This is an optimization exercise on Yosys and OpenROAD, whose aim is small area, not a production implementation. Function was checked by simulation only, so behaviour that the tests miss may differ from the original. Power and IR drop assume default switching activity.

## flow/design.v (module list and top-level ports; edited modules follow where they fit)
// module MUX: 9 lines
// module LOGIC: 876 lines
// module chip_6502: 54 lines
// module tia: 363 lines
// module poly4: 13 lines
// module poly5: 13 lines
// module poly9: 13 lines
// module pia: 74 lines
// module ram: 26 lines
// module atari_core: 199 lines
module atari_core (
  input         clk,
  input         rst,           
  input  [6:0]  btn,
  input  [3:0]  sw,
  input  [7:0]  pot,
  input         pal,
  input  [2:0]  rom_size,
  input         e0_detect,
  input         fe_detect,
  output [14:0] rom_addr,
  input  [7:0]  rom_data,
  output [15:0] cpu_addr,
  output [7:0]  cpu_dout,
  output        cpu_rw,
  output [6:0]  vid_out,
  output [15:0] vid_addr,
  output        vid_wr,
  output [3:0]  audio_l,
  output [3:0]  audio_r
);
  // ...
==> flow/run.sh <==
#!/bin/bash
# synth_recipe.tcl (not shown) runs the flow's synth.tcl, then flattens the netlist and writes it again
# the make line also repeats each setting of config.mk as NAME=value (left out here)
make -C /OpenROAD-flow-scripts/flow DESIGN_CONFIG=/design/flow/config.mk WORK_HOME=/design/flow/orfs CLKGATE_MAP_FILE= SYNTH_SCRIPT=/design/flow/synth_recipe.tcl finish
==> flow/config.mk <==
export PLATFORM = sky130hd
export DESIGN_NAME = atari_core
export DESIGN_NICKNAME = atari_core
export VERILOG_FILES = /design/flow/design.v
export SDC_FILE = /design/flow/constraint.sdc
export NUM_CORES = 4
export LEC_CHECK = 0
export CAP_MARGIN = 20
export CORE_MARGIN = 2
export CORE_UTILIZATION = 40
export SLEW_MARGIN = 20
==> flow/constraint.sdc <==
create_clock -name core_clock -period 12.0 [get_ports {clk}]
set_input_delay 2.4000 -clock core_clock [delete_from_list [all_inputs] [get_ports {clk}]]
set_output_delay 2.4000 -clock core_clock [all_outputs]
set_load 0.01 [all_outputs]
==> results.toml, run 1 <==
[run_status]
outcome = "timing/DRC/antenna clean"

[floorplanning]
core_area_um2 = 229900
die-area_um2 = 234900

[place]
dpl_cell_area_um2 = 97320

[synthesis]
muxShareOfSynthArea_pct = 3.574
async_reset_ff_share_pct = 0
synth_flop_cell = "dfxtp_1"
synthTopCellsByArea = "edfxtp_1, dfxtp_1, nor2_1"
netlist_top_cells_count = "dfxtp_1, nor2_1, edfxtp_1"
yosysUniqueCellTypes = 105
postSynthCellCount = 8327

[worst_hold_path]
hold_end = "aholme_cpu.q[824]"

[layout]
largest_reg_flops = 1024
fillers = 21070
num-nonclk-inverters = 393
num_antenna_cells = 11
largest_class = "sequential cells"
buffers_excl_clock = 315
clk_share_pct = 7.347
regArea_um2 = 54680
layout-drive-gt1-share_pct = 8.530

[power]
internal_power_uw = 12620
largestPowerGroup = "sequential cells"
p_leak_uw = 0.03782
p_total_uw = 16410
p_sw_uw = 3790

[clock_tree]
clock-sinks = 2218
post_cts_resized = 0
clkTransAtPathRegs_ns = 0.06
clk_path_buf_depth = 3

[critical_path]
crit_chain = "clkdlybuf4s50_1 > fa_1 > fa_1 > ha_1 > a21o_1 > a21oi_1 > o21bai_1 > a21oi_1 > nor2b_1 > o21a_1 > o21ai_0 > nand2b_1 > a21oi_1 > xnor2_1 > clkdlybuf4s50_1"
cp-startpoint = "pal"
rr_worst_depth = 25
r2r_end = "tia_ram.audio_left_counter[3]"

[timing]
setup_tns_ns = 0
max_freq_mhz = 112.1

[route]
drt_first_pass_iters = 8
==> inputs of run 2 (changes only) <==
--- a/flow/config.mk
+++ b/flow/config.mk
@@ -5,7 +5,9 @@
 export SDC_FILE = /design/flow/constraint.sdc
 export NUM_CORES = 4
 export LEC_CHECK = 0
-export CAP_MARGIN = 20
+export CAP_MARGIN = 0
 export CORE_MARGIN = 2
 export CORE_UTILIZATION = 40
-export SLEW_MARGIN = 20
+export CTS_BUF_LIST = sky130_fd_sc_hd__clkbuf_4 sky130_fd_sc_hd__clkbuf_8
+export CTS_CLUSTER_SIZE = 30
+export SLEW_MARGIN = 0
==> results.toml, run 2 <==
[place]
gp_congestion = 1.002
numPortBuffers = 106
dpl_cell_area_um2 = 97290
hpwl_um = 232100
place_inst = 11230

[run_status]
outcome = "timing/DRC/antenna clean"

[synthesis]
postSynthCellCount = 8327
yosys_warnings = 918
yosysTopAreaCellShare_pct = 33.33
synth.net_count = 8663
ys_seq_area_share_pct = 59.15
yosysTopAreaCell = "edfxtp_1"
synth_edf_count = 1026
syn-cell-area_um2 = 92430
async_reset_ff_share_pct = 0
synth_flop_cell = "dfxtp_1"
yosysMostFrequentCell = "dfxtp_1"
post_synth.cell_area_avg_um2 = 11.10
synth-seq-cells = 2218
netlist_top_cells_count = "dfxtp_1, nor2_1, edfxtp_1"
yosysUniqueCellTypes = 105
synthTopCellsByArea = "edfxtp_1, dfxtp_1, nor2_1"

[layout]
stdcell_count = 11900
top_regs = "ram.mem (1024), aholme_cpu.q (762), pia.time_counter (24)"
final_cell_area_um2 = 105000
largest_reg_flops = 1024
final_cell_mix = "dfxtp_1, edfxtp_1, nor2_1"
synthToLayoutAreaGrowth_pct = 13.54
final_common_cell = "dfxtp_1"
regMostFlops = "ram.mem"
layout-drive-gt1-share_pct = 11.15
nNetsFinal = 8926

[route]
avgViaCountPerCell = 5.943
drc = 0
post_drt_wl_per_cell_um = 28.68
antenna_left = 0
drt_first_pass_iters = 9
drt_iter0_drc = 9558
vias = 70700
wirelength_um = 341200

[floorplanning]
die_y_um = 484.7
io_pins = 107
core_area_um2 = 229900
die_w_um = 484.7
rows = 176
initial_utilization_pct = 40.21
die-area_um2 = 234900

[critical_path]
critPathBufInv = 2
crit_fanout = 8
crit_chain = "clkdlybuf4s50_1 > fa_1 > fa_1 > ha_1 > a21o_1 > a21oi_1 > o21bai_1 > a21oi_1 > nor2b_1 > o21a_1 > o21ai_0 > nand2b_1 > a21oi_1 > xnor2_1 > clkdlybuf4s50_1"
r2r_setup_slack_ns = 4.75
r2r-start = "tia_ram.audf0[0]"
critical_path_class = "in2out"
cp-startpoint = "pal"
end_kind = "primary output"
critPathArrivalTime_ns = 6.58
r2r_end = "tia_ram.audio_left_counter[14]"
endpoint = "vid_addr[15]"
cp_slowest_stage_delay_ns = 0.69
required_ns = 9.60
crit_top_cell = "a21oi_1"
rr_worst_depth = 25
path_depth = 15
startpoint_type = "primary input"
cp_slowest_cell = "clkdlybuf4s50_1"
crit_family = "adder cells"

[timing]
setup_tns_ns = 0
hold_viol = 0
max_slew_margin_pct = 4.575
slew_viol_final = 0
finClkSkew_ns = 0.1182
fin_crit_ns = 8.981
finalCritPeriodShare_pct = 74.84
rsz0062_at_grt = "false"
max_freq_mhz = 111.3
worst_pin_slew_ns = 1.431
finalSetupViolations = 0

[clock_tree]
insertion_delay_ns = 1.08
post_cts_resized = 0
cts_setup_buffers = 0
clk_path_buf_depth = 4
clkTransAtPathRegs_ns = 0.06
hold_buffers = 0
numCtsBuffers = 380
htree_levels = 5
cts_tree = "built"
clockRootBuffer = "clkbuf_8"
clock-sinks = 2218

[power]
ir_worst_vdd_v = 0.0001125
p_leak_uw = 0.03808
power_density_nw_per_um2 = 153.4

[grt]
antenna_found_initial = 13
grt_pass1_wl_um = 484200
grtUsageTotal_pct = 28.23
grt_max_degree = 137
gr-total-overflow = 0
grt_pass1_vias = 67000

[job]
cap_violations = 0

[worst_hold_path]
hold_path.class = "reg2reg"
==> run 2: changes by cell type in the layout (fill, tap and decap cells not counted), sizes merged <==
cell,change
clkbuf,+265
bufinv,-16
inv,-6
buf,-3
clkinv,-3
diode,-3
clkinvlp,-2
==> run 2: through the flow <==
step / power (uW) / setup slack (ns) / util [%] / hold slack (ns)
global placement: 9216 / 2.910 / 42.32 / 0.3719
detailed placement: 9234 / 2.977 / 42.32 / 0.3746
CTS: 16130 / 2.947 / 45.64 / 0.3827
global route: 16520 / 2.656 / 45.65 / 0.3921
floorplan: 8876 / 4.607 / - / 0.3673
finish: 16100 / 3.019 / 45.65 / 0.3799
==> run 2: how the worst min path moves through the flow <==
stage                            start                  to  slack [ns]  depth (start not counted)
floorplan            aholme_cpu.q[297]  aholme_cpu.q[1032]        0.37                          1
global placement     aholme_cpu.q[297]  aholme_cpu.q[1032]        0.37                          1
detailed placement   aholme_cpu.q[487]   aholme_cpu.q[824]        0.37                          1
CTS                  aholme_cpu.q[134]   aholme_cpu.q[930]        0.38                          1
global route        aholme_cpu.q[1448]  aholme_cpu.q[1619]        0.39                          1
finish               aholme_cpu.q[644]   aholme_cpu.q[678]        0.38                          1
==> run 2: area by class of cell <==
type / count / area [um2]
inverter: 393 / 1483
timing repair buffer: 311 / 2655
fill: 21270 / 124900
sequential: 2218 / 54680
antenna: 8 / 20.02
clock buffer: 564 / 7005
tap: 3026 / 3786
clock inverter: 91 / 638.1
multi-input combinational: 5286 / 34690
==> run 2: power by group <==
group	switching, uW	leakage, uW	total [uW]	internal [uW]
Combinational	522	0.0140	660	138
Clock	3120	0.00406	7000	3880
Sequential	148	0.0201	8440	8290
==> run 2: layer usage <==
layer	vias up	GRT usage [%]	wire (um)
li1	30970	-	-
met1	34650	36.75	132300
met2	4142	42.82	148700
met3	925	7.093	37720
met4	8	16.00	22470
met5	-	0	60
==> run 2: cell families (layout without fill, tap and decap cells) <==
| family | after synthesis | after routing | synth area share (%) |
|---|---|---|---|
| AO/OA/AOI/OAI | 1788 | 1788 | 13.65 |
| XOR/XNOR | 178 | 178 | 1.718 |
| adder cells (fa/ha/maj) | 301 | 301 | 4.813 |
| buffers and inverters | 823 | 1359 | 3.592 |
| flip-flops | 2218 | 2218 | 59.15 |
| multiplexers | 307 | 307 | 3.574 |
| other | 0 | 8 | 0 |
| AND/OR/NAND/NOR | 2712 | 2712 | 13.51 |
==> module tia, before the edit <==
module tia #(
  parameter DATA_WIDTH = 8,
  parameter ADDR_WIDTH = 6
) (
  input                           clk_i,
  input                           rst_i,
  input                           enable_i,
  input                           cpu_enable_i,
  input                           cpu_tick_i,
  input                           stb_i,
  input                           we_i,
  input [ADDR_WIDTH-1:0]          adr_i,
  input [DATA_WIDTH-1:0]          dat_i,
  output reg [DATA_WIDTH-1:0]     dat_o,
  input [6:0]                     buttons,
  input [7:0]                     pot,
  input                           pal,
  output [3:0]                    audio_left,
  output [3:0]                    audio_right,
  output reg                      stall_cpu,
  output reg [6:0]                vid_out,
  output [15:0]                   vid_addr,
  output reg                      vid_wr
);
  localparam FIRE = 1;
  reg [6:0]        colubk, colup0, colup1, colupf;
  reg              vsync, enam0, enam1, enabl, vdelp0, vdelp1;
  reg              refp0, refp1, refpf, scorepf, pf_priority;
  reg [7:0]        grp0, grp1, old_grp0, old_grp1;
  reg [7:0]        x_p0, x_p1, x_m0, x_m1, x_bl;
  reg [19:0]       pf;
  reg [3:0]        hmp0, hmp1, hmm0, hmm1, hmbl;    
  reg [14:0]       cx;
  reg              cx_clr;
  reg [3:0]        audc0, audc1, audv0, audv1;
  reg [4:0]        audf0, audf1;
  reg [3:0]        ball_w, m0_w, m1_w;               
  reg [1:0]        p0_sz, p1_sz;                     
  reg [7:0]        xpos;
  reg [8:0]        ypos;
  wire [8:0] depth_m1    = pal ? 9'd311 : 9'd261;
  wire [8:0] start       = pal ? 9'd36 : 9'd22;
  wire [8:0] hblank_area = pal ? 9'd48 : 9'd38;
  wire [10:0] va_hi = {ypos, 2'b00} + {2'b00, ypos} + {8'd0, xpos[7:5]} - (pal ? 11'd180 : 11'd110);
  assign vid_addr = {va_hi, xpos[4:0]};
  wire valid_write_cmd = stb_i && we_i;
  wire valid_read_cmd  = stb_i && !we_i;
  wire [5:0] xq = xpos[7:2];
  wire [4:0] pf_j = xq - 6'd20;
  reg        pf_bit;
  always @* begin
    if (xq < 20) pf_bit = pf[xq[4:0]];
    else if (xq < 40) pf_bit = refpf ? pf[5'd19 - pf_j] : pf[pf_j];
    else pf_bit = 1'b0;
  end
  function player_bit;
    input [7:0] xp;
    input [7:0] x;
    input [1:0] sz;
    input       refl;
    input [7:0] g;
    reg   [8:0] d;
    reg         in;
    reg   [2:0] idx;
    begin
      d = {1'b0, xp} - {1'b0, x};
      case (sz)
        2'd1: begin in = d[7:3] == 0 && x[7:3] != 5'h1f; idx = d[2:0]; end
        2'd2: begin in = d[7:4] == 0 && x[7:4] != 4'hf;  idx = d[3:1]; end
        2'd3: begin in = d[7:5] == 0 && x[7:5] != 3'h7;  idx = d[4:2]; end
        default: begin in = 1'b0; idx = d[2:0]; end
      endcase
      if (!refl) idx = ~idx;
      player_bit = !d[8] && in && g[idx];
    end
  endfunction
  function object_bit;
    input [7:0] xp;
    input [7:0] x;
    input [3:0] w;
    reg   [8:0] d;
    begin
      d = {1'b0, xp} - {1'b0, x};
      object_bit = !d[8] &&
        ((w[0] && d[7:0] == 0 && x[7:0] != 8'hff) ||
         (w[1] && d[7:1] == 0 && x[7:1] != 7'h7f) ||
         (w[2] && d[7:2] == 0 && x[7:2] != 6'h3f) ||
         (w[3] && d[7:3] == 0 && x[7:3] != 5'h1f));
    end
  endfunction
  wire p0_bit = player_bit(xpos, x_p0, p0_sz, refp0, vdelp0 ? old_grp0 : grp0);
  wire p1_bit = player_bit(xpos, x_p1, p1_sz, refp1, vdelp1 ? old_grp1 : grp1);
  wire bl_bit = enabl && object_bit(xpos, x_bl, ball_w);
  wire m0_bit = enam0 && object_bit(xpos, x_m0, m0_w);
  wire m1_bit = enam1 && object_bit(xpos, x_m1, m1_w);
  wire [6:0] pf_color = scorepf ? colup0 : colupf;
  function [15:0] audio_div;
    input [3:0] c;
    input [4:0] f;
    reg  [11:0] m;
    begin
      case (c)
        4'd2:                 m = 12'd570;    
        4'd4, 4'd5:           m = 12'd76;     
        4'd6, 4'd10:          m = 12'd1178;   
        4'd12, 4'd13, 4'd15:  m = 12'd228;    
        4'd14:                m = 12'd3534;   
        default:              m = 12'd38;
      endcase
      audio_div = m * ({1'b0, f} + 6'd1);
    end
  endfunction
  wire [15:0] audio_div0 = audio_div(audc0, audf0);
  wire [15:0] audio_div1 = audio_div(audc1, audf1);
  reg [15:0] audio_left_counter, audio_right_counter;
  always @(posedge clk_i) begin
      if (rst_i) dat_o <= 0;
      else if (cpu_tick_i && valid_read_cmd) begin
        dat_o <= 0;
        case (adr_i[3:0])
          'h0: dat_o[7:6] <= cx[14:13];            
          'h1: dat_o[7:6] <= cx[12:11];            
          'h2: dat_o[7:6] <= cx[10:9];             
          'h3: dat_o[7:6] <= cx[8:7];              
          'h4: dat_o[7:6] <= cx[6:5];              
          'h5: dat_o[7:6] <= cx[4:3];              
          'h6: dat_o[7] <= cx[2];                  
          'h7: dat_o[7:6] <= cx[1:0];              
          'h8: dat_o[7] <= ypos > pot;             
          'hc: dat_o[7] <= buttons[FIRE];          
          'hd: dat_o[7] <= buttons[FIRE];          
          default: ;
        endcase
      end
  end
  always @(posedge clk_i) begin
    if (rst_i) begin
      colubk <= 0;
      colupf <= 0;
      colup0 <= 0;
      colup1 <= 0;
      vsync <= 0;
      enam0 <= 0;
      enam1 <= 0;
      enabl <= 0;
      vdelp0 <= 0;
      vdelp1 <= 0;
      refp0 <= 0;
      refp1 <= 0;
      refpf <= 0;
      scorepf <= 0;
      pf_priority <= 0;
      grp0 <= 0;
      grp1 <= 0;
      x_p0 <= 0;
      x_p1 <= 0;
      x_m0 <= 0;
      x_m1 <= 0;
      x_bl <= 0;
      pf <= 0;
      hmp0 <= 0;
      hmp1 <= 0;
      hmm0 <= 0;
      hmm1 <= 0;
      hmbl <= 0;
      cx <= 0;
      cx_clr <= 0;
      ball_w <= 0;
      m0_w <= 0;
      m1_w <= 0;
      p0_sz <= 0;
      p1_sz <= 0;
      audv0 <= 0;
      audv1 <= 0;
      audc0 <= 0;
      audc1 <= 0;
      audf0 <= 0;
      audf1 <= 0;
      xpos <= 0;
      ypos <= 0;
      old_grp0 <= 0;
      old_grp1 <= 0;
      vid_out <= 0;
      stall_cpu <= 0;
      vid_wr <= 0;
    end else if (cpu_enable_i) begin
      cx_clr <= 0;
      if (valid_write_cmd) begin
        case (adr_i)
          'h00: begin                      
                  vsync <= dat_i[1];
                  if (vsync == 0 && dat_i[1] == 1) begin
                    xpos <= 0;
                    ypos <= 0;
                  end
                end
          'h02: stall_cpu <= 1;            
          'h04: begin                      
                  m0_w <= 4'b0001 << dat_i[5:4];
                  p0_sz <= dat_i[2:0] == 5 ? 2'd2 : dat_i[2:0] == 7 ? 2'd3 : 2'd1;
                end
          'h05: begin                      
                  m1_w <= 4'b0001 << dat_i[5:4];
                  p1_sz <= dat_i[2:0] == 5 ? 2'd2 : dat_i[2:0] == 7 ? 2'd3 : 2'd1;
                end
          'h06: colup0 <= dat_i[7:1];      
          'h07: colup1 <= dat_i[7:1];      
          'h08: colupf <= dat_i[7:1];      
          'h09: colubk <= dat_i[7:1];      
          'h0a: begin                      
                  ball_w <= 4'b0001 << dat_i[5:4];
                  refpf <= dat_i[0];
                  scorepf <= dat_i[1];
                  pf_priority <= dat_i[2];
                end
          'h0b: refp0 <= dat_i[3];         
          'h0c: refp1 <= dat_i[3];         
          'h0d: pf[3:0] <= dat_i[7:4];     
          'h0e: pf[11:4] <= {dat_i[0], dat_i[1], dat_i[2], dat_i[3],
                             dat_i[4], dat_i[5], dat_i[6], dat_i[7]};  
          'h0f: pf[19:12] <= dat_i;        
          'h10: x_p0 <= xpos >= 160 ? 8'd0 : xpos + 8'd5;         
          'h11: x_p1 <= xpos >= 160 ? 8'd0 : xpos + 8'd5;         
          'h12: x_m0 <= xpos >= 160 ? 8'd0 : xpos + 8'd5;         
          'h13: x_m1 <= xpos >= 160 ? 8'd0 : xpos + 8'd5;         
          'h14: x_bl <= xpos >= 160 ? 8'd0 : xpos + 8'd5;         
          'h15: audc0 <= dat_i[3:0];       
          'h16: audc1 <= dat_i[3:0];       
          'h17: audf0 <= dat_i[4:0];       
          'h18: audf1 <= dat_i[4:0];       
          'h19: audv0 <= dat_i[3:0];       
          'h1a: audv1 <= dat_i[3:0];       
          'h1b: begin grp0 <= dat_i; old_grp1 <= grp1; end             
          'h1c: begin grp1 <= dat_i; old_grp0 <= grp0; end             
          'h1d: enam0 <= dat_i[1];         
          'h1e: enam1 <= dat_i[1];         
          'h1f: enabl <= dat_i[1];         
          'h20: hmp0 <= dat_i[7:4];        
          'h21: hmp1 <= dat_i[7:4];        
          'h22: hmm0 <= dat_i[7:4];        
          'h23: hmm1 <= dat_i[7:4];        
          'h24: hmbl <= dat_i[7:4];        
          'h25: vdelp0 <= dat_i[0];        
          'h26: vdelp1 <= dat_i[0];        
          'h28: x_m0 <= x_p0 + {2'b00, p0_sz == 3, p0_sz == 2, p0_sz == 1, 2'b00};  
          'h29: x_m1 <= x_p1 + {2'b00, p1_sz == 3, p1_sz == 2, p1_sz == 1, 2'b00};  
          'h2a: begin                      
                  x_p0 <= x_p0 - {{4{hmp0[3]}}, hmp0};
                  x_p1 <= x_p1 - {{4{hmp1[3]}}, hmp1};
                  x_m0 <= x_m0 - {{4{hmm0[3]}}, hmm0};
                  x_m1 <= x_m1 - {{4{hmm1[3]}}, hmm1};
                  x_bl <= x_bl - {{4{hmbl[3]}}, hmbl};
                end
          'h2b: begin
                  hmp0 <= 0;               
                  hmp1 <= 0;
                  hmm0 <= 0;
                  hmm1 <= 0;
                  hmbl <= 0;
                end
          'h2c: cx_clr <= 1;               
          default: ;
        endcase
      end
    end
    if (xpos == 160) stall_cpu <= 0;
    if (!rst_i && enable_i) begin
      if (cx_clr) cx <= 0;
      vid_wr <= 0;
      if (ypos < depth_m1) begin  
        if (xpos < 227)  begin  
           xpos <= xpos + 1;
        end else begin
           xpos <= 0;
           ypos <= ypos + 1;
        end
        if (m0_bit) begin
          if (p1_bit) cx[14] <= 1;
          if (p0_bit) cx[13] <= 1;
        end
        if (m1_bit) begin
          if (p0_bit) cx[12] <= 1;  
          if (p1_bit) cx[11] <= 1;
        end
        if (p0_bit) begin
          if (pf_bit) cx[10] <= 1;
          if (bl_bit) cx[9] <= 1;
        end
        if (p1_bit) begin
          if (pf_bit) cx[8] <= 1;
          if (bl_bit) cx[7] <= 1;
        end
        if (m0_bit) begin
          if (pf_bit) cx[6] <= 1;
          if (bl_bit) cx[5] <= 1;
        end
        if (m1_bit) begin
          if (pf_bit) cx[4] <= 1;
          if (bl_bit) cx[3] <= 1;
        end
        if (bl_bit && pf_bit) cx[2] <= 1;
        if (p0_bit && p1_bit) cx[1] <= 1;
        if (m0_bit && m1_bit) cx[0] <= 1;
        if (ypos >= start && xpos < 160) begin  
          if (ypos >= hblank_area)
            vid_out <=
               bl_bit ? colupf :
               m0_bit ? colup0 :
               m1_bit ? colup1 :
               pf_priority && pf_bit ? pf_color :
               p0_bit ? colup0 :
               p1_bit ? colup1 :
               pf_bit ? pf_color : colubk;
          else vid_out <= 7'b0;
          vid_wr <= 1;
        end
      end else begin
         ypos <= 0;
      end
    end
  end
  reg audio_l, audio_r;
  wire p4_l, p5_l, p9_l, p4_r, p5_r, p9_r;
  wire ena_l = audio_left_counter == audio_div0;
  wire ena_r = audio_right_counter == audio_div0;
  poly4 poly4_l (.clk(clk_i), .ena(ena_l), .reset(rst_i), .q(p4_l));
  poly5 poly5_l (.clk(clk_i), .ena(ena_l), .reset(rst_i), .q(p5_l));
  poly9 poly9_l (.clk(clk_i), .ena(ena_l), .reset(rst_i), .q(p9_l));
  poly4 poly4_r (.clk(clk_i), .ena(ena_r), .reset(rst_i), .q(p4_r));
  poly5 poly5_r (.clk(clk_i), .ena(ena_r), .reset(rst_i), .q(p5_r));
  poly9 poly9_r (.clk(clk_i), .ena(ena_r), .reset(rst_i), .q(p9_r));
  always @(posedge clk_i) begin
   if (rst_i) begin
    audio_left_counter <= 0;
    audio_right_counter <= 0;
    audio_l <= 0;
    audio_r <= 0;
   end else if (cpu_tick_i) begin
    audio_left_counter <= audio_left_counter + 1;
    audio_right_counter <= audio_right_counter + 1;
    if (audc0 != 4'h0 && audc0 != 4'hb) begin
      if (audio_left_counter >= audio_div0) begin
        if (audc0 == 1) audio_l <= p4_l;
        else if (audc0 == 8) audio_l <= p9_l;
        else if (audc0 == 9 || audc0 == 7) audio_l <= p5_l;
        else audio_l <= !audio_l;
        audio_left_counter <= 0;
      end
    end else audio_l <= 1;
    if (audc1 != 4'h0 && audc1 != 4'hb) begin
      if (audio_right_counter >= audio_div1) begin
        if (audc1 == 1) audio_r <= p4_r;
        else if (audc1 == 8) audio_r <= p9_r;
        else if (audc1 == 9 || audc1 == 7) audio_r <= p5_r;
        else audio_r <= !audio_r;
        audio_right_counter <= 0;
      end
    end else audio_r <= 1;
   end
  end
  assign audio_left = audio_l ? audv0 : 4'd0;
  assign audio_right = audio_r ? audv1 : 4'd0;
endmodule
==> module atari_core, before the edit <==
module atari_core (
  input         clk,
  input         rst,           
  input  [6:0]  btn,
  input  [3:0]  sw,
  input  [7:0]  pot,
  input         pal,
  input  [2:0]  rom_size,
  input         e0_detect,
  input         fe_detect,
  output [14:0] rom_addr,
  input  [7:0]  rom_data,
  output [15:0] cpu_addr,
  output [7:0]  cpu_dout,
  output        cpu_rw,
  output [6:0]  vid_out,
  output [15:0] vid_addr,
  output        vid_wr,
  output [3:0]  audio_l,
  output [3:0]  audio_r
);
  localparam c_speed = 3;
  reg [6:0] r_btn;
  always @(posedge clk)
    if (rst) r_btn <= 0;
    else r_btn <= btn;
  reg [c_speed:0] clk_counter;
  wire            cpu_enable = clk_counter == 0;
  wire            tia_enable = clk_counter >= 5 && clk_counter <= 7;
  wire            clk_cpu = clk_counter[c_speed];
  wire            cpu_tick = clk_counter == 8;
  always @(posedge clk) begin
    if (rst) clk_counter <= 0;
    else clk_counter <= clk_counter + 1;
  end
  reg [7:0] res_counter;
  wire      reset = rst;
  wire      cpu_res_n = res_counter[7];
  always @(posedge clk) begin
    if (rst) res_counter <= 0;
    else if (!res_counter[7]) res_counter <= res_counter + 1;
  end
  wire [7:0]  ram_out;
  wire [7:0]  pia_dat_o;
  wire [7:0]  tia_dat_o;
  wire [7:0]  cpu_din;
  wire [15:0] cpu_address;
  wire [15:0] pc;
  wire        rnw;
  wire        stall_cpu;
  assign cpu_addr = cpu_address;
  assign cpu_rw = rnw;
  wire ram_cs = cpu_address[12] == 0 && cpu_address[9] == 0 && cpu_address[7] == 1;
  wire tia_cs = cpu_address[12] == 0 && cpu_address[7] == 0;
  wire pia_cs = cpu_address[12] == 0 && cpu_address[9] == 1 && cpu_address[7] == 1;
  wire rom_cs = cpu_address[12] == 1;
  chip_6502 aholme_cpu (
    .clk(clk),
    .clr(rst),
    .phi(clk_cpu),
    .res(cpu_res_n),
    .so(1'b1),
    .rdy(!stall_cpu),
    .nmi(1'b1),
    .irq(1'b1),
    .rw(rnw),
    .dbi(cpu_din),
    .dbo(cpu_dout),
    .ab(cpu_address),
    .sync(),
    .pc(pc)
  );
  reg [2:0] bank;
  reg [2:0] bank0;
  reg [2:0] bank1;
  reg [2:0] bank2;
  wire f8 = rom_size == 3'b001;
  wire e0 = rom_size == 3'b001 && e0_detect;
  wire fe = rom_size == 3'b001 && fe_detect;
  wire f6 = rom_size == 3'b011;
  wire f4 = rom_size == 3'b111;
  always @(posedge clk) begin
    if (reset) begin
      bank <= 0;
      bank0 <= 0;
      bank1 <= 0;
      bank2 <= 0;
    end begin
      if (clk_counter == 15) begin
        if (e0) begin  
          if (cpu_address[12:0] == 13'h1fe0) bank0 <= 0;
          if (cpu_address[12:0] == 13'h1fe1) bank0 <= 1;
          if (cpu_address[12:0] == 13'h1fe2) bank0 <= 2;
          if (cpu_address[12:0] == 13'h1fe3) bank0 <= 3;
          if (cpu_address[12:0] == 13'h1fe4) bank0 <= 4;
          if (cpu_address[12:0] == 13'h1fe5) bank0 <= 5;
          if (cpu_address[12:0] == 13'h1fe6) bank0 <= 6;
          if (cpu_address[12:0] == 13'h1fe7) bank0 <= 7;
          if (cpu_address[12:0] == 13'h1fe8) bank1 <= 0;
          if (cpu_address[12:0] == 13'h1fe9) bank1 <= 1;
          if (cpu_address[12:0] == 13'h1fea) bank1 <= 2;
          if (cpu_address[12:0] == 13'h1feb) bank1 <= 3;
          if (cpu_address[12:0] == 13'h1fec) bank1 <= 4;
          if (cpu_address[12:0] == 13'h1fed) bank1 <= 5;
          if (cpu_address[12:0] == 13'h1fee) bank1 <= 6;
          if (cpu_address[12:0] == 13'h1fef) bank1 <= 7;
          if (cpu_address[12:0] == 13'h1ff0) bank2 <= 0;
          if (cpu_address[12:0] == 13'h1ff1) bank2 <= 1;
          if (cpu_address[12:0] == 13'h1ff2) bank2 <= 2;
          if (cpu_address[12:0] == 13'h1ff3) bank2 <= 3;
          if (cpu_address[12:0] == 13'h1ff4) bank2 <= 4;
          if (cpu_address[12:0] == 13'h1ff5) bank2 <= 5;
          if (cpu_address[12:0] == 13'h1ff6) bank2 <= 6;
          if (cpu_address[12:0] == 13'h1ff7) bank2 <= 7;
        end else if (fe) begin  
          if (cpu_address[12:0] == 13'h01fe) bank <= 0;
          if (cpu_address[12:0] == 13'h11fe) bank <= 1;
        end else if (f8) begin  
          if (cpu_address[12:0] == 13'h1ff8) bank <= 0;
          if (cpu_address[12:0] == 13'h1ff9)  bank <= 1;
        end else if (f6) begin  
          if (cpu_address[12:0] == 13'h1ff6) bank <= 0;
          if (cpu_address[12:0] == 13'h1ff7) bank <= 1;
          if (cpu_address[12:0] == 13'h1ff8) bank <= 2;
          if (cpu_address[12:0] == 13'h1ff9) bank <= 3;
        end else if (f4) begin  
          if (cpu_address[12:0] == 13'h1ff4) bank <= 0;
          if (cpu_address[12:0] == 13'h1ff5) bank <= 1;
          if (cpu_address[12:0] == 13'h1ff6) bank <= 2;
          if (cpu_address[12:0] == 13'h1ff7) bank <= 3;
          if (cpu_address[12:0] == 13'h1ff8) bank <= 4;
          if (cpu_address[12:0] == 13'h1ff9) bank <= 5;
          if (cpu_address[12:0] == 13'h1ffa) bank <= 6;
          if (cpu_address[12:0] == 13'h1ffb) bank <= 7;
        end
      end
    end
  end
  assign cpu_din = tia_cs ? tia_dat_o :
                   pia_cs ? pia_dat_o :
                   ram_cs ? ram_out :
                   rom_cs ? rom_data : 8'h00;
  tia tia_ram (
    .clk_i(clk),
    .rst_i(reset),
    .stb_i(tia_cs),
    .we_i(!rnw),
    .adr_i(cpu_address[5:0]),
    .dat_i(cpu_dout),
    .dat_o(tia_dat_o),
    .buttons({~r_btn[6:1], r_btn[0]}),
    .pot(pot),
    .audio_left(audio_l),
    .audio_right(audio_r),
    .stall_cpu(stall_cpu),
    .enable_i(tia_enable),
    .cpu_enable_i(cpu_enable),
    .cpu_tick_i(cpu_tick),
    .vid_out(vid_out),
    .vid_addr(vid_addr),
    .vid_wr(vid_wr),
    .pal(pal)
  );
  pia pia (
    .clk_i(clk),
    .cpu_tick_i(cpu_tick),
    .rst_i(reset),
    .stb_i(pia_cs),
    .we_i(!rnw),
    .adr_i(cpu_address[6:0]),
    .dat_i(cpu_dout),
    .dat_o(pia_dat_o),
    .buttons({~r_btn[6:1], r_btn[0]}),
    .sw(sw)
  );
  reg [14:0] rom_address;
  always @* begin
    if (e0) begin
      case(cpu_address[11:10])
        0: rom_address = {bank0, cpu_address[9:0]};
        1: rom_address = {bank1, cpu_address[9:0]};
        2: rom_address = {bank2, cpu_address[9:0]};
        3: rom_address = {3'b111, cpu_address[9:0]};
      endcase
    end else rom_address = {bank, cpu_address[11:0]};
  end
  assign rom_addr = rom_address;
  ram #(
    .DATA_WIDTH(8),
    .DEPTH(128)
  ) ram (
    .clk(clk),
    .rst(reset),
    .addr(cpu_address[6:0]),
    .dout(ram_out),
    .din(cpu_dout),
    .we(!rnw && ram_cs)
  );
endmodule
==> inputs of run 3 (changes only) <==
--- a/flow/design.v
+++ b/flow/design.v
@@ -947,6 +947,7 @@
   input                           enable_i,
   input                           cpu_enable_i,
   input                           cpu_tick_i,
+  input [3:0]                     cc_i,           
   input                           stb_i,
   input                           we_i,
   input [ADDR_WIDTH-1:0]          adr_i,
@@ -1050,8 +1051,10 @@
       audio_div = m * ({1'b0, f} + 6'd1);
     end
   endfunction
-  wire [15:0] audio_div0 = audio_div(audc0, audf0);
-  wire [15:0] audio_div1 = audio_div(audc1, audf1);
+  wire        div_right = cc_i == 4'd8;
+  wire [15:0] audio_div_x = audio_div(div_right ? audc1 : audc0, div_right ? audf1 : audf0);
+  wire        cmp_phase = cc_i == 4'd1 || cc_i == 4'd9;
+  reg         ena_l_q, ena_r_q, ge_l_q;
   reg [15:0] audio_left_counter, audio_right_counter;
   always @(posedge clk_i) begin
       if (rst_i) dat_o <= 0;
@@ -1261,8 +1264,21 @@
   end
   reg audio_l, audio_r;
   wire p4_l, p5_l, p9_l, p4_r, p5_r, p9_r;
-  wire ena_l = audio_left_counter == audio_div0;
-  wire ena_r = audio_right_counter == audio_div0;
+  wire ena_l = cmp_phase ? audio_left_counter == audio_div_x : ena_l_q;
+  wire ena_r = cmp_phase ? audio_right_counter == audio_div_x : ena_r_q;
+  wire ge_l  = cc_i == 4'd1 ? audio_left_counter >= audio_div_x : ge_l_q;
+  wire ge_r  = audio_right_counter >= audio_div_x;
+  always @(posedge clk_i) begin
+    if (rst_i) begin
+      ena_l_q <= 0;
+      ena_r_q <= 0;
+      ge_l_q <= 0;
+    end else begin
+      ena_l_q <= ena_l;
+      ena_r_q <= ena_r;
+      ge_l_q <= ge_l;
+    end
+  end
   poly4 poly4_l (.clk(clk_i), .ena(ena_l), .reset(rst_i), .q(p4_l));
   poly5 poly5_l (.clk(clk_i), .ena(ena_l), .reset(rst_i), .q(p5_l));
   poly9 poly9_l (.clk(clk_i), .ena(ena_l), .reset(rst_i), .q(p9_l));
@@ -1279,7 +1295,7 @@
     audio_left_counter <= audio_left_counter + 1;
     audio_right_counter <= audio_right_counter + 1;
     if (audc0 != 4'h0 && audc0 != 4'hb) begin
-      if (audio_left_counter >= audio_div0) begin
+      if (ge_l) begin
         if (audc0 == 1) audio_l <= p4_l;
         else if (audc0 == 8) audio_l <= p9_l;
         else if (audc0 == 9 || audc0 == 7) audio_l <= p5_l;
@@ -1288,7 +1304,7 @@
       end
     end else audio_l <= 1;
     if (audc1 != 4'h0 && audc1 != 4'hb) begin
-      if (audio_right_counter >= audio_div1) begin
+      if (ge_r) begin
         if (audc1 == 1) audio_r <= p4_r;
         else if (audc1 == 8) audio_r <= p9_r;
         else if (audc1 == 9 || audc1 == 7) audio_r <= p5_r;
@@ -1600,6 +1616,7 @@
     .enable_i(tia_enable),
     .cpu_enable_i(cpu_enable),
     .cpu_tick_i(cpu_tick),
+    .cc_i(clk_counter),
     .vid_out(vid_out),
     .vid_addr(vid_addr),
     .vid_wr(vid_wr),
==> flow/config.mk (replaced) <==
export PLATFORM = sky130hd
export DESIGN_NAME = atari_core
export DESIGN_NICKNAME = atari_core
export VERILOG_FILES = /design/flow/design.v
export SDC_FILE = /design/flow/constraint.sdc
export NUM_CORES = 4
export LEC_CHECK = 0
export CAP_MARGIN = 20
export CORE_MARGIN = 2
export CORE_UTILIZATION = 50
export CTS_BUF_LIST = sky130_fd_sc_hd__clkbuf_16
export CTS_CLUSTER_DIAMETER = 100
export CTS_CLUSTER_SIZE = 25
export SLEW_MARGIN = 20
==> results.toml, run 3 <==
[run_status]
outcome = "timing/DRC/antenna clean"

[place]
pre_cts_slack_ns = 3.003
hpwl_um = 231200
gp_congestion = 1.004
numPortBuffers = 106

[clock_tree]
clock-sinks = 2201
numCtsBuffers = 100
hold_buffers = 0
htree_levels = 3
insertion_delay_ns = 0.85
cts_tree = "built"
cts_setup_buffers = 0
clkTransAtPathRegs_ns = 0.09
post_cts_resized = 0
clockRootBuffer = "clkbuf_16"
clk_path_buf_depth = 3

[synthesis]
yosysMostFrequentCell = "dfxtp_1"
async_reset_ff_share_pct = 0
yosys_warnings = 918
yosysTopAreaCell = "edfxtp_1"
yosysTopAreaCellShare_pct = 34.12
ys_seq_area_share_pct = 60.17
synth_flop_cell = "dfxtp_1"
postSynthCellCount = 8157
post_synth.cell_area_avg_um2 = 11.07
netlist_top_cells_count = "dfxtp_1, nor2_1, edfxtp_1"
synth.net_count = 8433
syn-cell-area_um2 = 90300
synth_edf_count = 1026
synth-seq-cells = 2201
synthTopCellsByArea = "edfxtp_1, dfxtp_1, nor2_1"
yosysUniqueCellTypes = 95

[layout]
multiInputGateArea_um2 = 33190
utilization_pct = 54.48
final_cell_mix = "dfxtp_1, nor2_1, edfxtp_1"
final_common_cell = "dfxtp_1"
regMostFlops = "ram.mem"
top_regs = "ram.mem (1024), aholme_cpu.q (762), pia.time_counter (24)"
synthToLayoutAreaGrowth_pct = 8.001
nNetsFinal = 8435
fillers = 15510
regArea_um2 = 54340
layout-drive-gt1-share_pct = 6.299
largest_reg_flops = 1024

[critical_path]
required_ns = 9.60
rr_worst_depth = 28
crit_fanout = 8
startpoint_type = "primary input"
r2r_end = "tia_ram.audio_left_counter[13]"
end_kind = "primary output"
critPathArrivalTime_ns = 6.59
r2r-start = "clk_counter[0]"
r2r_setup_slack_ns = 4.58
critical_path_class = "in2out"

[worst_hold_path]
worstHoldStart = "aholme_cpu.q[882]"
hold_path.class = "reg2reg"
hold_end = "aholme_cpu.q[1374]"
hold_path_depth = 1

[floorplanning]
rows = 155
initial_utilization_pct = 50.44
die_w_um = 429.0
core_area_um2 = 179000
io_pins = 107
die-area_um2 = 184000
die_y_um = 429.0

[timing]
setup_slack_ns = 3.008
setup_tns_ns = 0
worst_pin_slew_ns = 1.281
slew_viol_final = 0
finClkSkew_ns = 0.08345
max_freq_mhz = 111.2
finalCritPeriodShare_pct = 74.93
max_slew_margin_pct = 14.40
rsz0062_at_grt = "false"
fin_crit_ns = 8.992
hold_viol = 0
finalSetupViolations = 0

[grt]
antenna_found_initial = 11
grtUsageTotal_pct = 35.42
grt_pass1_wl_um = 469300
grt_pass1_vias = 63200
gr-total-overflow = 0
grt_max_degree = 157

[job]
cap_violations = 0

[power]
power_density_nw_per_um2 = 134.3
ir_worst_vdd_v = 0.0001412
p_leak_uw = 0.03492

[route]
drt_iter0_drc = 9783
drt_first_pass_iters = 6
vias = 68300
drc = 0
antenna_left = 0
post_drt_wl_per_cell_um = 31.71
avgViaCountPerCell = 6.464
wirelength_um = 335100
-- run 3: report_power, final --
part / leakage [uW] / internal, uW / switching, uW
Clock: 0.00156 / 1620 / 2440
Combinational: 0.0134 / 141 / 529
Sequential: 0.0199 / 8220 / 145
Total: 0.0349 / 9990 / 3120
-- run 3: logic make-up (layout without fill, tap and decap cells) --
kind of cell,after synthesis,count (layout),share of synthesized area (%)
and+or+nand+nor,2729,2729,13.56
DFF,2201,2201,60.17
muxes,318,318,3.655
adders and majority gates,242,242,3.808
other,0,4,0
xor gates and xnor gates,159,159,1.542
buffers and inverters,768,819,3.424
AOI/OAI and AO/OA,1740,1740,13.84
-- run 3: worst max-delay path, cell delays in order --
cell and delay, ns:
clkdlybuf4s50_1 0.68, fa_1 0.56, fa_1 0.48, ha_1 0.31
a21o_1 0.18, a21oi_1 0.23, o21bai_1 0.11, a21oi_1 0.24
nor2b_1 0.09, o21a_1 0.18, o21ai_0 0.17, nand2b_1 0.08
a21oi_1 0.18, xnor2_1 0.14, clkdlybuf4s50_1 0.55
-- run 3: worst max-delay path by stage --
stage	start	to	slack, ns	cells after the start
after floorplan	pal	vid_addr[15]	4.59	13
after global placement	pal	vid_addr[15]	2.97	15
after detailed placement	pal	vid_addr[15]	3.00	15
after CTS	pal	vid_addr[15]	2.98	15
after global routing	pal	vid_addr[15]	2.56	15
final	pal	vid_addr[15]	3.01	15
-- run 3: metal layers --
metal / wire (um) / part of all wire, % / GRT usage [%]
met1: 127900 / 38 / 46.83
met2: 144200 / 43 / 53.23
met3: 39670 / 12 / 8.800
met4: 23230 / 6.9 / 19.96
met5: 96 / 0.029 / 0
-- run 3: through the flow --
stage | hold WS, ns | power [uW] | instance area (um2) | instances
global route | 0.3921 | 13420 | 97510 | 10560
detailed placement | 0.3705 | 9178 | 94460 | 10410
global placement | 0.3688 | 9161 | 94430 | 10400
CTS | 0.3839 | 13090 | 97410 | 10560
floorplan | 0.3673 | 8821 | 90300 | 8157
finish | 0.3836 | 13100 | 97520 | 10570
-- run 3: layout make-up --
cell class                 instances  area share, %
clock inverter                    48         0.3772
inverter                         340          1.316
tap                             2355          3.022
multi-input combinational       5188          34.04
timing repair buffer             328          2.870
sequential                      2201          55.72
clock buffer                     103          2.643
antenna                            4        0.01026
==> inputs of run 4 (changes only) <==
==> flow/flow/run.sh (new file) <==
#!/bin/bash
# Layout flow: the standard flow (standard.sh) with two changes.
# 1. Synthesis maps the combinational logic with an area-oriented ABC script
#    (flow/abc_speed.script, delay relaxed, no buffering or upsizing) in place
#    of ORFS's delay-oriented one; the clock period leaves ample slack. The
#    rest of synthesis, and so every register it infers, is the standard one.
# 2. Clock tree synthesis clusters up to 25 sinks within 100 um per
#    clkbuf_16 leaf buffer and inserts no dummy loads.
# Each tool's output goes to ORFS's logs under orfs/logs; make's to
# standard_flow.log here.
set -euo pipefail
here=$(pwd)
rm -rf "$here/orfs_scripts"
cp -r "$FLOW_HOME/scripts" "$here/orfs_scripts"
cp "$here/flow/abc_speed.script" "$here/orfs_scripts/abc_speed.script"
export SCRIPTS_DIR="$here/orfs_scripts"
export CTS_ARGS="-sink_clustering_enable -repair_clock_nets -dont_use_dummy_load -sink_clustering_size 25 -sink_clustering_max_diameter 100 -buf_list sky130_fd_sc_hd__clkbuf_16"
bash standard.sh > "$here/standard_flow.log" 2>&1
==> flow/flow/abc_speed.script (new file) <==
&get -n
&st
&synch2
&dch -f
&nf -R 1000 -p -E 100 -F 8 -A 4
&put
topo
dnsize -c
==> flow/standard.sh (new file) <==
#!/bin/bash
# synth_recipe.tcl (not shown) runs the flow's synth.tcl, then flattens the netlist and writes it again
# the make line also repeats each setting of config.mk as NAME=value (left out here)
make -C /OpenROAD-flow-scripts/flow DESIGN_CONFIG=/design/flow/config.mk WORK_HOME=/design/flow/orfs CLKGATE_MAP_FILE= SYNTH_SCRIPT=/design/flow/synth_recipe.tcl "${@:-finish}"
--- a/flow/config.mk
+++ b/flow/config.mk
@@ -8,7 +8,4 @@
 export CAP_MARGIN = 20
 export CORE_MARGIN = 2
 export CORE_UTILIZATION = 50
-export CTS_BUF_LIST = sky130_fd_sc_hd__clkbuf_16
-export CTS_CLUSTER_DIAMETER = 100
-export CTS_CLUSTER_SIZE = 25
 export SLEW_MARGIN = 20
removed: flow/run.sh
==> results.toml, run 4 <==
[power]
ir_worst_vdd_v = 0.0001557
power_frac_seq_pct = 65.8
p_sw_uw = 2873
combPwrFrac_pct = 4.9
p_total_uw = 12730
internal_power_uw = 9857
power_density_nw_per_um2 = 137.3
swShare_pct = 22.57
p_leak_uw = 0.03282
power_frac_clock_pct = 29.3

[critical_path]
r2r_setup_slack_ns = 2.78
end_kind = "flop"
crit_top_cell = "a21oi_1"
critPathArrivalTime_ns = 9.85
crit_fanout = 15
critical_path_class = "reg2reg"
startpoint_type = "flop"
r2r-start = "clk_counter[0]"
rr_worst_depth = 35
required_ns = 12.63
cp_slowest_cell = "a21oi_1"
r2r_end = "tia_ram.audio_right_counter[7]"
cp_slowest_stage_delay_ns = 0.79

[layout]
fillers = 14670
nNetsFinal = 7920
final_common_cell = "dfxtp_1"
regMostFlops = "ram.mem"
synthToLayoutAreaGrowth_pct = 8.373
largest_reg_flops = 1024
final_cell_mix = "dfxtp_1, edfxtp_1, nand2_1"
top_regs = "ram.mem (1024), aholme_cpu.q (762), pia.time_counter (24)"
layout-drive-gt1-share_pct = 3.415

[floorplanning]
die_w_um = 417.6
rows = 151
io_pins = 107
die-area_um2 = 174400
die_y_um = 417.6
core_area_um2 = 169700
initial_utilization_pct = 50.42

[synthesis]
yosysUniqueCellTypes = 73
syn-cell-area_um2 = 85550
postSynthCellCount = 7357
yosysMostFrequentCell = "dfxtp_1"
synth_flop_cell = "dfxtp_1"
synthTopCellsByArea = "edfxtp_1, dfxtp_1, nand2_1"
yosysTopAreaCell = "edfxtp_1"
synth.net_count = 7633
yosysTopAreaCellShare_pct = 36.01
synth_edf_count = 1026
ys_seq_area_share_pct = 63.51
netlist_top_cells_count = "dfxtp_1, edfxtp_1, nand2_1"
synth-seq-cells = 2201
yosys_warnings = 918
post_synth.cell_area_avg_um2 = 11.63
async_reset_ff_share_pct = 0

[route]
drt_first_pass_iters = 9
post_drt_wl_per_cell_um = 25.65
wirelength_um = 253000
drc = 0
vias = 61170
antenna_left = 0
drt_iter0_drc = 7209
avgViaCountPerCell = 6.203

[grt]
gr-total-overflow = 0
grtUsageTotal_pct = 28.42
grt_pass1_vias = 58150
grt_max_degree = 107
antenna_found_initial = 4
grt_pass1_wl_um = 376200

[worst_hold_path]
hold_path_depth = 1
hold_end = "aholme_cpu.q[330]"
worstHoldStart = "aholme_cpu.q[807]"
hold_path.class = "reg2reg"

[job]
cap_violations = 0

[clock_tree]
clockRootBuffer = "clkbuf_16"
htree_levels = 3
clock-sinks = 2201
hold_buffers = 0
post_cts_resized = 0
insertion_delay_ns = 0.77
clk_path_buf_depth = 3
cts_setup_buffers = 0
numCtsBuffers = 99
clkTransAtPathRegs_ns = 0.10
cts_tree = "built"

[timing]
max_slew_margin_pct = 22.10
max_freq_mhz = 108.4
finalSetupViolations = 0
finalCritPeriodShare_pct = 76.84
rsz0062_at_grt = "false"
slew_viol_final = 0
finClkSkew_ns = 0.08442
fin_crit_ns = 9.221
worst_pin_slew_ns = 1.167
hold_viol = 0
setup_tns_ns = 0

[place]
numPortBuffers = 106
gp_congestion = 0.9121
hpwl_um = 171000

[run_status]
outcome = "timing/DRC/antenna clean"
[run 4: cell types whose count changed after synthesis, sizes merged, moves of 60 or more]
cell / before / now
nand2: 668 / 770
buf: 99 / 39
nor2: 1164 / 743
a211oi: 222 / 120
mux2i: 278 / 68
a21oi: 307 / 530
clkbuf: 329 / 0
a222oi: 24 / 199
clkinv: 4 / 329
inv: 336 / 0
a221oi: 170 / 81
a22oi: 190 / 108
o21ai: 210 / 417
[run 4: worst max path at each step]
stage	from	end
floorplan	rst	aholme_cpu.q[1669]
global placement	clk_counter[0]	tia_ram.audio_right_counter[7]
detailed placement	clk_counter[0]	tia_ram.audio_right_counter[7]
CTS	clk_counter[0]	tia_ram.audio_right_counter[7]
global route	clk_counter[0]	tia_ram.audio_right_counter[7]
finish	clk_counter[0]	tia_ram.audio_right_counter[7]
[run 4: cell families after synthesis]
family	count (synthesis)	share of synthesized area, %
simple gates	2323	12.22
flops	2201	63.51
compound gates	1997	15.85
buf+inv	368	1.786
fa+ha+maj	244	4.043
xor+xnor	139	1.423
mux	85	1.164
[run 4: per-layer routing]
metal / wire length [um] / global-route usage (%)
met1: 106800 / 38.93
met2: 120400 / 46.85
met3: 15790 / 3.195
met4: 9936 / 10.24
met5: 13 / 0
[run 4: final cells by class]
cell class | count | area, um2 | share of cell area (%)
Inverter | 329 | 1242 | 1.340
Sequential cell | 2201 | 54340 | 58.61
Clock buffer | 99 | 2477 | 2.672
Tap cell | 2218 | 2775 | 2.993
Timing Repair Buffer | 225 | 1992 | 2.149
Antenna cell | 1 | 2.502 | 0.002699
Multi-Input combinational cell | 4788 | 29880 | 32.23
[run 4: metrics by stage]
| stage | cells | setup WS [ns] | hold WS, ns | instance area [um2] | utilization (%) |
|---|---|---|---|---|---|
| 6_report | 9861 | 2.779 | 0.3525 | 92710 | 54.64 |
| 5_1_grt | 9861 | 1.849 | 0.3635 | 92710 | 54.64 |
| 4_1_cts | 9859 | 2.741 | 0.3483 | 92670 | 54.62 |
| 3_5_place_dp | 9760 | 2.799 | 0.3755 | 90190 | 53.16 |
| 3_3_place_gp | 9759 | 3.010 | 0.3687 | 90150 | 53.14 |
| 2_1_floorplan | 7357 | 1.655 | 0.3673 | 85550 | - |
[run 4: worst max-delay path, delay by kind of cell, from the launching register on]
| kind | cells | cell delay, ns |
|---|---|---|
| simple gates | 12 | 2.36 |
| buf+inv | 3 | 0.36 |
| flops | 1 | 0.37 |
| xor+xnor | 2 | 0.33 |
| fa+ha+maj | 6 | 2.33 |
| compound gates | 12 | 3.36 |
[run 4: power by group through the flow]
stage / clock (uW) / combinational [uW] / sequential [uW]
detailed placement: 0 / 624 / 8550
CTS: 3790 / 625 / 8380
global placement: 0 / 615 / 8540
finish: 3730 / 626 / 8380
floorplan: 0 / 325 / 8520
global route: 4020 / 674 / 8410
==> inputs of run 5 (changes only) <==
==> flow/flow/abc_speed.script (replaced) <==
&get -n
&st
&syn3
&synch2
&dch -f
&nf -R 1000 -p -E 100 -F 8 -A 4 -C 32
&put
topo
dnsize -c
--- a/flow/config.mk
+++ b/flow/config.mk
@@ -8,4 +8,5 @@
 export CAP_MARGIN = 20
 export CORE_MARGIN = 2
 export CORE_UTILIZATION = 50
+export PLACE_DENSITY = 0.75
 export SLEW_MARGIN = 20
==> results.toml, run 5 <==
[run_status]
outcome = "timing/DRC/antenna clean"

[timing]
hold_viol = 0
rsz0062_at_grt = "false"
slew_viol_final = 0
holdWs_ns = 0.3239
max_freq_mhz = 107.3
fin_crit_ns = 9.315
finClkSkew_ns = 0.1075
worst_pin_slew_ns = 1.193
finalCritPeriodShare_pct = 77.63
finalSetupViolations = 0
max_slew_margin_pct = 19.62
setup_slack_ns = 2.685
setup_tns_ns = 0

[layout]
final_cell_mix = "dfxtp_1, edfxtp_1, nand2_1"
regMostFlops = "ram.mem"
nNetsFinal = 7901
synthToLayoutAreaGrowth_pct = 8.330
fillers = 14050
layout-drive-gt1-share_pct = 3.424
top_regs = "ram.mem (1024), aholme_cpu.q (762), pia.time_counter (24)"
final_common_cell = "dfxtp_1"
largest_reg_flops = 1024

[floorplanning]
die-area_um2 = 174100
rows = 151
core_area_um2 = 169500
initial_utilization_pct = 50.37
io_pins = 107
die_y_um = 417.2
die_w_um = 417.2

[synthesis]
postSynthCellCount = 7340
yosysTopAreaCellShare_pct = 36.09
synth_edf_count = 1026
synth-seq-cells = 2201
synthTopCellsByArea = "edfxtp_1, dfxtp_1, nand2_1"
yosys_warnings = 918
netlist_top_cells_count = "dfxtp_1, edfxtp_1, nand2_1"
ys_seq_area_share_pct = 63.64
post_synth.cell_area_avg_um2 = 11.63
yosysMostFrequentCell = "dfxtp_1"
synth.net_count = 7616
syn-cell-area_um2 = 85370
async_reset_ff_share_pct = 0
yosysTopAreaCell = "edfxtp_1"
yosysUniqueCellTypes = 68
synth_flop_cell = "dfxtp_1"

[grt]
grt_pass1_vias = 58980
gr-total-overflow = 0
grtUsageTotal_pct = 26.83
grt_max_degree = 136
antenna_found_initial = 12
grt_pass1_wl_um = 361400

[place]
numPortBuffers = 106
pre_cts_slack_ns = 2.849
gp_congestion = 0.9528
hpwl_um = 161200

[critical_path]
required_ns = 12.55
critPathArrivalTime_ns = 9.87
cp_slowest_stage_delay_ns = 0.69
cp_slowest_cell = "xor2_1"
end_kind = "flop"
crit_fanout = 36
crit_top_cell = "ha_1"
critical_path_class = "reg2reg"
startpoint_type = "flop"

[job]
cap_violations = 0

[route]
antenna_left = 0
vias = 62600
drt_first_pass_iters = 9
wirelength_um = 240800
drc = 0
drt_iter0_drc = 9479
avgViaCountPerCell = 6.357
post_drt_wl_per_cell_um = 24.45

[clock_tree]
cts_setup_buffers = 0
clockRootBuffer = "clkbuf_16"
insertion_delay_ns = 0.78
numCtsBuffers = 99
post_cts_resized = 0
clk_path_buf_depth = 3
cts_tree = "built"
clock-sinks = 2201
hold_buffers = 0
htree_levels = 3
clkTransAtPathRegs_ns = 0.10

[power]
ir_worst_vdd_v = 0.0001307
power_density_nw_per_um2 = 136.6
p_leak_uw = 0.03270

[worst_hold_path]
hold_path.class = "reg2reg"
## run 5: cell types whose count changed after synthesis, moves of 15 or more
cell	change
a22oi_1	+87
a221oi_1	-54
mux2i_1	-34
nand4_1	+32
o211ai_1	-32
a22o_1	-23
a21oi_1	-21
nand3_1	-21
a31o_1	-17
a31oi_1	-16
nand2_1	+16
nor2_1	+15
## run 5: worst max-delay path: cells and delay by family (launching register included)
kind,cells,cell delay (ns)
flops,1,0.37
xor+xnor,2,0.82
simple gates,10,2.27
fa+ha+maj,7,2.74
compound gates,11,2.26
buf+inv,4,0.63
## run 5: path summary, 6_finish.rpt
path	from	to	slack, ns	depth (start not counted)
max	clk_counter[0]	tia_ram.audio_left_counter[7]	2.68	34
min	aholme_cpu.q[479]	aholme_cpu.q[679]	0.32	1
max reg2reg	clk_counter[0]	tia_ram.audio_left_counter[7]	2.68	34
min reg2reg	aholme_cpu.q[479]	aholme_cpu.q[679]	0.32	1
## run 5: cell families after synthesis
| logic type | share of synthesized area (%) |
|---|---|
| buffers and inverters | 1.750 |
| DFF | 63.64 |
| adders and majority gates | 4.027 |
| muxes | 1.098 |
| AOI/OAI and AO/OA | 15.59 |
| xor gates and xnor gates | 1.406 |
| and+or+nand+nor | 12.49 |
## run 5: cell type report
type / instances / area, um2 / share of cell area, %
sequential: 2201 / 54330 / 58.75
multi-input combinational: 4780 / 29670 / 32.08
tap: 2218 / 2775 / 3.001
clock buffer: 99 / 2477 / 2.679
timing repair buffer: 223 / 2002 / 2.165
inverter: 320 / 1209 / 1.307
antenna: 6 / 15.01 / 0.01623
## run 5: stage by stage
step	std cells	util [%]	instance area, um2	total power, uW
after floorplan	7340	-	85370	8814
after global placement	9738	53.05	89910	9068
after detailed placement	9738	53.05	89910	9100
after CTS	9837	54.52	92390	12650
after global routing	9846	54.57	92480	12980
final	9847	54.57	92480	12640
## run 5: metal layers
layer / GRT usage, % / part of all wire (%)
met1: 35.52 / 39
met2: 42.47 / 46
met3: 4.397 / 9.3
met4: 14.23 / 5.9
met5: 0 / 0.0054
## run 5: report_power, final
| group | internal [uW] | switching (uW) |
|---|---|---|
| Combinational | 134 | 434 |
| Sequential | 8230 | 146 |
| Clock | 1480 | 2210 |
==> inputs of run 6 (changes only) <==
--- a/flow/design.v
+++ b/flow/design.v
@@ -1035,27 +1035,46 @@
   wire m0_bit = enam0 && object_bit(xpos, x_m0, m0_w);
   wire m1_bit = enam1 && object_bit(xpos, x_m1, m1_w);
   wire [6:0] pf_color = scorepf ? colup0 : colupf;
-  function [15:0] audio_div;
+  function [11:0] audio_div;
     input [3:0] c;
     input [4:0] f;
-    reg  [11:0] m;
+    reg   [6:0] k;
+    reg  [11:0] x;
     begin
       case (c)
-        4'd2:                 m = 12'd570;    
-        4'd4, 4'd5:           m = 12'd76;     
-        4'd6, 4'd10:          m = 12'd1178;   
-        4'd12, 4'd13, 4'd15:  m = 12'd228;    
-        4'd14:                m = 12'd3534;   
-        default:              m = 12'd38;
+        4'd2:                 k = 7'd15;
+        4'd4, 4'd5:           k = 7'd2;
+        4'd6, 4'd10:          k = 7'd31;
+        4'd12, 4'd13, 4'd15:  k = 7'd6;
+        4'd14:                k = 7'd93;
+        default:              k = 7'd1;
       endcase
-      audio_div = m * ({1'b0, f} + 6'd1);
+      x = k * ({1'b0, f} + 6'd1);
+      if (x >= 12'd1725) audio_div = {1'b1, x[10:0] - 11'd1725};
+      else audio_div = {1'b0, x[10:0]};
+    end
+  endfunction
+  function [16:0] audio_inc;
+    input [10:0] a;
+    input [5:0]  b;
+    begin
+      if (a == 11'd1724 && b == 6'd23) audio_inc = 17'd0;
+      else if (b == 6'd37) audio_inc = {a + 11'd1, 6'd0};
+      else audio_inc = {a, b + 6'd1};
     end
   endfunction
   wire        div_right = cc_i == 4'd8;
-  wire [15:0] audio_div_x = audio_div(div_right ? audc1 : audc0, div_right ? audf1 : audf0);
+  wire [11:0] audio_div_x = audio_div(div_right ? audc1 : audc0, div_right ? audf1 : audf0);
   wire        cmp_phase = cc_i == 4'd1 || cc_i == 4'd9;
   reg         ena_l_q, ena_r_q, ge_l_q;
-  reg [15:0] audio_left_counter, audio_right_counter;
+  reg [10:0] al_a, ar_a;
+  reg [5:0]  al_b, ar_b;
+  wire al_aeq = al_a == audio_div_x[10:0];
+  wire ar_aeq = ar_a == audio_div_x[10:0];
+  wire al_eq  = al_aeq && al_b == (audio_div_x[11] ? 6'd14 : 6'd0);
+  wire ar_eq  = ar_aeq && ar_b == (audio_div_x[11] ? 6'd14 : 6'd0);
+  wire al_ge  = al_a > audio_div_x[10:0] || (al_aeq && (!audio_div_x[11] || al_b >= 6'd14));
+  wire ar_ge  = ar_a > audio_div_x[10:0] || (ar_aeq && (!audio_div_x[11] || ar_b >= 6'd14));
   always @(posedge clk_i) begin
       if (rst_i) dat_o <= 0;
       else if (cpu_tick_i && valid_read_cmd) begin
@@ -1264,10 +1283,10 @@
   end
   reg audio_l, audio_r;
   wire p4_l, p5_l, p9_l, p4_r, p5_r, p9_r;
-  wire ena_l = cmp_phase ? audio_left_counter == audio_div_x : ena_l_q;
-  wire ena_r = cmp_phase ? audio_right_counter == audio_div_x : ena_r_q;
-  wire ge_l  = cc_i == 4'd1 ? audio_left_counter >= audio_div_x : ge_l_q;
-  wire ge_r  = audio_right_counter >= audio_div_x;
+  wire ena_l = cmp_phase ? al_eq : ena_l_q;
+  wire ena_r = cmp_phase ? ar_eq : ena_r_q;
+  wire ge_l  = cc_i == 4'd1 ? al_ge : ge_l_q;
+  wire ge_r  = ar_ge;
   always @(posedge clk_i) begin
     if (rst_i) begin
       ena_l_q <= 0;
@@ -1287,20 +1306,20 @@
   poly9 poly9_r (.clk(clk_i), .ena(ena_r), .reset(rst_i), .q(p9_r));
   always @(posedge clk_i) begin
    if (rst_i) begin
-    audio_left_counter <= 0;
-    audio_right_counter <= 0;
+    {al_a, al_b} <= 0;
+    {ar_a, ar_b} <= 0;
     audio_l <= 0;
     audio_r <= 0;
    end else if (cpu_tick_i) begin
-    audio_left_counter <= audio_left_counter + 1;
-    audio_right_counter <= audio_right_counter + 1;
+    {al_a, al_b} <= audio_inc(al_a, al_b);
+    {ar_a, ar_b} <= audio_inc(ar_a, ar_b);
     if (audc0 != 4'h0 && audc0 != 4'hb) begin
       if (ge_l) begin
         if (audc0 == 1) audio_l <= p4_l;
         else if (audc0 == 8) audio_l <= p9_l;
         else if (audc0 == 9 || audc0 == 7) audio_l <= p5_l;
         else audio_l <= !audio_l;
-        audio_left_counter <= 0;
+        {al_a, al_b} <= 0;
       end
     end else audio_l <= 1;
     if (audc1 != 4'h0 && audc1 != 4'hb) begin
@@ -1309,7 +1328,7 @@
         else if (audc1 == 8) audio_r <= p9_r;
         else if (audc1 == 9 || audc1 == 7) audio_r <= p5_r;
         else audio_r <= !audio_r;
-        audio_right_counter <= 0;
+        {ar_a, ar_b} <= 0;
       end
     end else audio_r <= 1;
    end
==> results.toml, run 6 <==
[grt]
gr-total-overflow = 0
grt_pass1_vias = 59480
grt_max_degree = 108
grtUsageTotal_pct = 27.14
antenna_found_initial = 4
grt_pass1_wl_um = 365300

[clock_tree]
hold_buffers = 0
clkTransAtPathRegs_ns = 0.09
numCtsBuffers = 99
cts_tree = "built"
insertion_delay_ns = 0.77
clock-sinks = 2203
clk_path_buf_depth = 3
post_cts_resized = 0
clockRootBuffer = "clkbuf_16"
cts_setup_buffers = 0
htree_levels = 3

[route]
drt_first_pass_iters = 13
antenna_left = 0
wirelength_um = 240900
avgViaCountPerCell = 6.351
drc = 0
drt_iter0_drc = 9153
post_drt_wl_per_cell_um = 24.48
vias = 62510

[power]
swShare_pct = 22.41
p_sw_uw = 2854
p_leak_uw = 0.03223
power_frac_seq_pct = 65.9
power_density_nw_per_um2 = 138.0
power_frac_clock_pct = 29.0
internal_power_uw = 9885
combPwrFrac_pct = 5.1
ir_worst_vdd_v = 0.0001195

[critical_path]
cp_slowest_stage_delay_ns = 0.55
required_ns = 12.60
startpoint_type = "flop"
critPathArrivalTime_ns = 10.07
crit_fanout = 36
crit_family = "simple AND/OR/NAND/NOR gates"
critical_path_class = "reg2reg"
end_kind = "flop"
cp_slowest_cell = "fa_1"
critPathBufInv = 3
r2r_setup_slack_ns = 2.53

[timing]
max_slew_margin_pct = 16.91
fin_crit_ns = 9.471
setup_tns_ns = 0
finalCritPeriodShare_pct = 78.93
worst_pin_slew_ns = 1.215
finalSetupViolations = 0
rsz0062_at_grt = "false"
max_freq_mhz = 105.6
finClkSkew_ns = 0.06505
slew_viol_final = 0
hold_viol = 0

[layout]
final_cell_mix = "dfxtp_1, edfxtp_1, nand2_1"
largest_reg_flops = 1024
top_regs = "ram.mem (1024), aholme_cpu.q (762), pia.time_counter (24)"
layout-drive-gt1-share_pct = 3.464
fillers = 14160
regMostFlops = "ram.mem"
final_common_cell = "dfxtp_1"
synthToLayoutAreaGrowth_pct = 8.289
utilization_pct = 54.52
nNetsFinal = 7884

[floorplanning]
io_pins = 107
rows = 151
die_y_um = 416.8
die-area_um2 = 173800
die_w_um = 416.8
initial_utilization_pct = 50.34
core_area_um2 = 169300

[synthesis]
synth-compound-area-share_pct = 15.64
synth_flop_cell = "dfxtp_1"
netlist_top_cells_count = "dfxtp_1, edfxtp_1, nand2_1"
synth_edf_count = 1026
yosys_warnings = 918
synth_top_family_by_area = "compound AO/OA/AOI/OAI gates"
synth-simple-area-share_pct = 12.74
synth-seq-cells = 2203
syn-cell-area_um2 = 85220
postSynthCellCount = 7343
ys_seq_area_share_pct = 63.80
async_reset_ff_share_pct = 0
synth.net_count = 7603
yosysTopAreaCell = "edfxtp_1"
synth_fa_ha_area_share_pct = 3.615
yosysMostFrequentCell = "dfxtp_1"
post_synth.cell_area_avg_um2 = 11.61
synth_xor_xnor_area_share_pct = 1.408
muxShareOfSynthArea_pct = 1.125
synthTopCellsByArea = "edfxtp_1, dfxtp_1, nand2_1"
yosysTopAreaCellShare_pct = 36.15
yosysUniqueCellTypes = 72

[worst_hold_path]
hold_path.class = "reg2reg"

[place]
hpwl_um = 162700
gp_congestion = 0.9522
numPortBuffers = 106

[run_status]
outcome = "timing/DRC/antenna clean"

[job]
cap_violations = 0
[run 6: cell count changes after synthesis, moves of 11 or more]
cell and delta:
a21o_1 -15, a221oi_1 +11, a211oi_1 +44, nor2_1 +20, nand3_1 +19, a22oi_1 -22
a21oi_1 -13, fa_1 -21, a222oi_1 -11, clkinv_1 -20, nand4_1 -12, a22o_1 +14
[run 6: power groups by stage]
stage          clock network (uW)  logic [uW]  registers, uW
2_1_floorplan                   0         341           8530
3_3_place_gp                    0         621           8550
3_5_place_dp                    0         640           8560
4_1_cts                      3720         641           8390
5_1_grt                      3980         700           8430
6_report                     3700         648           8400
[run 6: worst paths after layout]
check	startpoint	endpoint	depth (start not counted)
worst max register to register	clk_counter[0]	tia_ram.al_a[4]	37
worst max-delay path	clk_counter[0]	tia_ram.al_a[4]	37
worst min-delay path	aholme_cpu.q[297]	aholme_cpu.q[1032]	1
worst min register to register	aholme_cpu.q[297]	aholme_cpu.q[1032]	1
[run 6: worst reg2reg max path, delay by kind of cell (launching register included)]
kind            cells  cell delay [ns]
compound gates      7             1.55
flops               1             0.43
fa+ha+maj           7             2.76
buf+inv             3             0.57
simple gates       17             3.20
xor+xnor            3             0.82
[run 6: cell type report]
class / instances / area [um2] / area share (%)
Tap cell: 2218 / 2775 / 3.007
Inverter: 300 / 1134 / 1.228
Timing Repair Buffer: 219 / 1927 / 2.088
Clock buffer: 99 / 2477 / 2.684
Sequential cell: 2203 / 54370 / 58.92
Antenna cell: 2 / 5.005 / 0.005423
Multi-Input combinational cell: 4801 / 29590 / 32.07
[run 6: stage by stage]
| step | cell area, um2 | power, uW | setup WS, ns | cells | hold WS [ns] |
|---|---|---|---|---|---|
| 2_1_floorplan | 85230 | 8868 | 1.756 | 7343 | 0.3673 |
| 3_3_place_gp | 89740 | 9168 | 2.889 | 9739 | 0.3718 |
| 3_5_place_dp | 89750 | 9203 | 2.636 | 9740 | 0.3716 |
| 4_1_cts | 92230 | 12750 | 2.566 | 9839 | 0.3695 |
| 5_1_grt | 92280 | 13110 | 1.619 | 9841 | 0.3863 |
| 6_report | 92290 | 12740 | 2.529 | 9842 | 0.3844 |
[run 6: layer usage]
layer / track usage, % / share of wire (%) / vias up
met2: 43.42 / 46 / 3111
li1: - / - / 28380
met1: 36.08 / 39 / 30450
met3: 4.371 / 8.8 / 569
met4: 13.22 / 5.6 / 0
met5: 0 / 0 / -
[run 6: logic make-up after synthesis]
| family | Yosys count |
|---|---|
| xor gates and xnor gates | 137 |
| and+or+nand+nor | 2398 |
| buffers and inverters | 339 |
| adders and majority gates | 226 |
| muxes | 68 |
| AOI/OAI and AO/OA | 1972 |
| DFF | 2203 |

[what the ideal ports hide]
How much do the figures lean on ideal ports? The routed layouts below were timed once more, with nothing changed but the port constraints.
Step 1: set_driving_cell puts a clkbuf_16 on clk and a buf_2 on each other input, an assumption about the parent block.
Step 2 also shifts input and output timing later by t, the mid clock arrival at the registers, as if the neighbouring blocks saw the same clock.
Three values: ideal ports, drivers, drivers and shift; two values: the first two.
run	shift t [ns]	slack for setup (ns)
run 1	0.960	3.077 / 3.056 / 3.056
run 2	1.132	3.019 / 2.998 / 2.998
run 3	0.892	3.008 / 2.984 / 2.984
run 4	0.816	2.779 / 2.779 / 2.779
run 5	0.820	2.685 / 2.685 / 2.685
run 6	0.824	2.529 / 2.529 / 2.529
After both steps every run listed still meets setup and hold.
